This is an optimization exercise on Yosys and OpenROAD, whose aim is small area and a short achievable clock period, not a production implementation. At most, simulation tests tie the RTL to the original design; equivalence was not proved. Power and IR drop assume default switching activity.

Setup of job 101:
Design pipelined_divider, start of the top module:
module pipelined_divider (input             clock,
                          input             reset,
                          input             input_valid,
                          input       [5:0] input_tag,
                          input      [23:0] divisor,
                          input      [31:0] dividend,
                          output reg        output_valid,
                          output reg  [5:0] output_tag,
                          output reg [31:0] quotient,
                          output reg [31:0] remainder);
    wire       in_z = (divisor == 24'd0);
    wire       v0 = input_valid;
    wire [5:0] t0 = input_tag;
    wire [31:0] a0 = dividend ^ {32{dividend[31]}};   
    wire [23:0] d0 = {divisor[23:1], divisor[0] | in_z};
    wire       z0 = in_z;
    wire       n0 = dividend[31];
    wire [31:0] x0 = a0;
    wire [1:0] x2 = {x0[31], x0[30]};
    wire [1:0] dl2 = d0[1:0];
    wire hz2 = (d0[23:2] == 22'd0);
    wire [3:0] dl2_3 = {2'd0, dl2} + {1'd0, dl2, 1'b0};
    wire [4:0] s2_1 = {3'd0, x2} - {3'd0, dl2};
    wire [4:0] s2_2 = {3'd0, x2} - {2'd0, dl2, 1'b0};
    wire [4:0] s2_3 = {3'd0, x2} - {1'd0, dl2_3};
    wire c2_1 = hz2 & ~s2_1[4], c2_2 = hz2 & ~s2_2[4], c2_3 = hz2 & ~s2_3[4];
    wire [1:0] r2_c = c2_2 ? (c2_3 ? s2_3[1:0] : s2_2[1:0]) : (c2_1 ? s2_1[1:0] : x2[1:0]);
    reg        v1, n1, z1;
    reg  [5:0] t1;
    reg [23:0] d1;
    reg [29:0] a1;
    reg [31:30] q1;
    reg [1:0] r1;
    always @(posedge clock) begin
        v1 <= reset ? 1'b0 : v0;
        t1 <= t0;
        n1 <= n0;
        z1 <= z0;
        d1 <= d0;
  ...
Size in the first run: about 7300 cells after synthesis, about 1500 flip-flops, roughly 140 I/O pins, roughly 66000 um^2 of cells after synthesis.
Settings: LEC_CHECK=0, ABC_AREA=0, ABC_CLOCK_PERIOD_IN_PS=2500, CAP_MARGIN=20, CORE_MARGIN=2, CORE_UTILIZATION=40, CTS_CLUSTER_DIAMETER=80, CTS_CLUSTER_SIZE=30, SETUP_SLACK_MARGIN=4.25, SLEW_MARGIN=20; clock period 7.0 ns.
standard.sh (not shown) runs the stock make flow with config.mk's settings and CLKGATE_MAP_FILE= SYNTH_SCRIPT=/design/flow/synth_recipe.tcl, a recipe that flattens the netlist after the stock synthesis.
==> flow/flow/run.sh <==
#!/bin/bash
set -euo pipefail
here=$(cd "$(dirname "$0")" && pwd)
source "$here/vars.sh"
bash standard.sh > flow.log 2>&1
==> flow/flow/vars.sh <==
# ORFS variables for this flow (see run.sh)
# No full-adder cell mapping in synthesis: ABC maps the adders itself.
export ADDER_MAP_FILE=
# Port buffers: a plain buffer rather than the default pick (a delay cell).
export BUFFER_PORTS_ARGS="-buffer_cell sky130_fd_sc_hd__buf_2"
Looking at the reports, job 101 completed the entire flow and the layout it produced met the timing, DRC and antenna checks.
Inputs modified between job 101 and job 102:
- a change of ABC_CLOCK_PERIOD_IN_PS from 2500 to 3000
- a change of ABC_AREA from 0 to 1
[summary]
Job 102 against job 101: number of antenna diodes went down; mapped cell area went up by 15%.
Compared with job 101, job 102 shows a area overhead of the layout relative to synthesis that is 5.5 points lower.
When job 102 is set beside job 101, its overall power of the completed layout turns out to be 4.2 mW larger.
Re non-filler instance count after layout: job 101 was lower than job 102.
Job 102 ended up with a higher critical path buffer and inverter count than job 101 did.
Of the two candidates, job 101 has the worse final worst-path setup slack and job 102 the better one.
Measured against each other, job 101 and job 102 differ in flip-flop and latch share of the layout cell area, the higher figure coming from job 101.
Job 102 ends up with a share of cell area taken by muxes after synthesis that is 1.4 points lower than in job 101.
Job 102 vs. job 101: worst slew margin relative to its limit up 2.9 points, fmax went up by 110 MHz.
No run of this note included a check of the RTL's function; only the layout flow was run.

Setup of JK:
pipelined_divider, a different RTL version from the one above (not shown whole).
Size: ~8400 cells after synthesis, about 81000 um^2 of cells after synthesis.
Design pipelined_divider, start of the top module:
module pipelined_divider (input             clock,
                          input             reset,
                          input             input_valid,
                          input       [5:0] input_tag,
                          input      [23:0] divisor,
                          input      [31:0] dividend,
                          output reg        output_valid,
                          output reg  [5:0] output_tag,
                          output reg [31:0] quotient,
                          output reg [31:0] remainder);
clock: 7.0 ns
lec_check: 0
abc_clock_period_in_ps: 3000
cap_margin: 20
core_margin: 2
core_utilization: 40
setup_slack_margin: 3.6
slew_margin: 20
run.sh (not shown) runs the stock make flow with config.mk's settings and CLKGATE_MAP_FILE= SYNTH_SCRIPT=/design/flow/synth_recipe.tcl, a recipe that flattens the netlist after the stock synthesis.
Stock flow here: none of the scripts above is used.
Input changes introduced in MS (baseline for comparison: JK):
Settings: changing SETUP_SLACK_MARGIN from 3.6 to 3.9; setting ABC_AREA to 1 for the first time.
Notes after the runs:
- MS against JK: total routed wirelength has increased, via count of the first global-routing pass now larger, final cycle utilization of the critical path shows a reduction of 4.8 points, required time of the critical path climbed 40 ps.
- Per the comparison of MS with JK, clock tree buffer count of the final layout has increased; clock group share of total power has decreased.
- Total of plain and repair buffers excluding clock buffers in MS is about 35% below JK.
- Max worst setup margin across JK and MS: MS
- JK ended up with met4 as its highest routing layer actually used; MS ended up with met5.
- Going from JK to MS, power of the clock network rose about 4%, first-pass GRT wire length rose 39%, share of power burned in combinational logic rose 2.5 points.
> inputs changed (MS -> AL)
==> flow/flow/run.sh (new file) <==
#!/bin/bash
set -euo pipefail
here=$(cd "$(dirname "$0")" && pwd)
source "$here/vars.sh"
bash standard.sh > flow.log 2>&1
==> flow/flow/vars.sh (new file) <==
# ORFS variables for this flow (see run.sh)
# No full-adder cell mapping in synthesis: ABC maps the adders itself.
export ADDER_MAP_FILE=
# Port buffers: a plain buffer rather than the default pick (a delay cell).
export BUFFER_PORTS_ARGS="-buffer_cell sky130_fd_sc_hd__buf_2"
==> flow/standard.sh (new file) <==
#!/bin/bash
# synth_recipe.tcl (not shown) runs the flow's synth.tcl, then flattens the netlist and writes it again
# the make line also repeats each setting of config.mk as NAME=value (left out here)
make -C /OpenROAD-flow-scripts/flow DESIGN_CONFIG=/design/flow/config.mk WORK_HOME=/design/flow/orfs CLKGATE_MAP_FILE= SYNTH_SCRIPT=/design/flow/synth_recipe.tcl "${@:-finish}"
removed: flow/run.sh
--- outcome ---
Both conditions hold for AL: the flow ran to the end and the final layout passed the timing, DRC and antenna checks.
Across both runs, final-layout worst hold slack was higher for AL than for MS.
Synthesized cell count ended up about 22% higher on AL than on MS.
AL vs. MS: multi-input logic portion of the cell area shows a reduction of 1.2 points.

==> static timing again, ports no longer ideal <==
The flow's constraints put no driver on any port. The routed layouts listed below were extracted and timed again, unchanged, in two steps.
Step 1: set_driving_cell puts a clkbuf_16 on clock and a buf_2 on each other input, an assumption about the parent block.
Step 2 adds t to the input delays and takes it off the output delays; t is the mean of the earliest and latest rising clock arrival at the registers after step 1. Input paths then give back, and output paths get back, about the clock's delay inside the block.
Slacks: ideal ports / drivers / drivers and shift; pairs: ideal ports / drivers.
| run | shift t [ns] | setup WS [ns] | worst setup path after step 2 |
|---|---|---|---|
| job 101 | 0.809 | 2.053 / 2.053 / 2.053 | register to register |
| job 102 | 0.857 | 3.823 / 3.823 / 3.823 | register to register |
| JK | 0.886 | 3.580 / 3.580 / 3.580 | register to register |
| MS | 0.942 | 3.917 / 3.876 / 3.917 | register to register |
| AL | 0.916 | 4.012 / 3.919 / 4.024 | register to register |
After both steps every run listed still meets setup and hold.
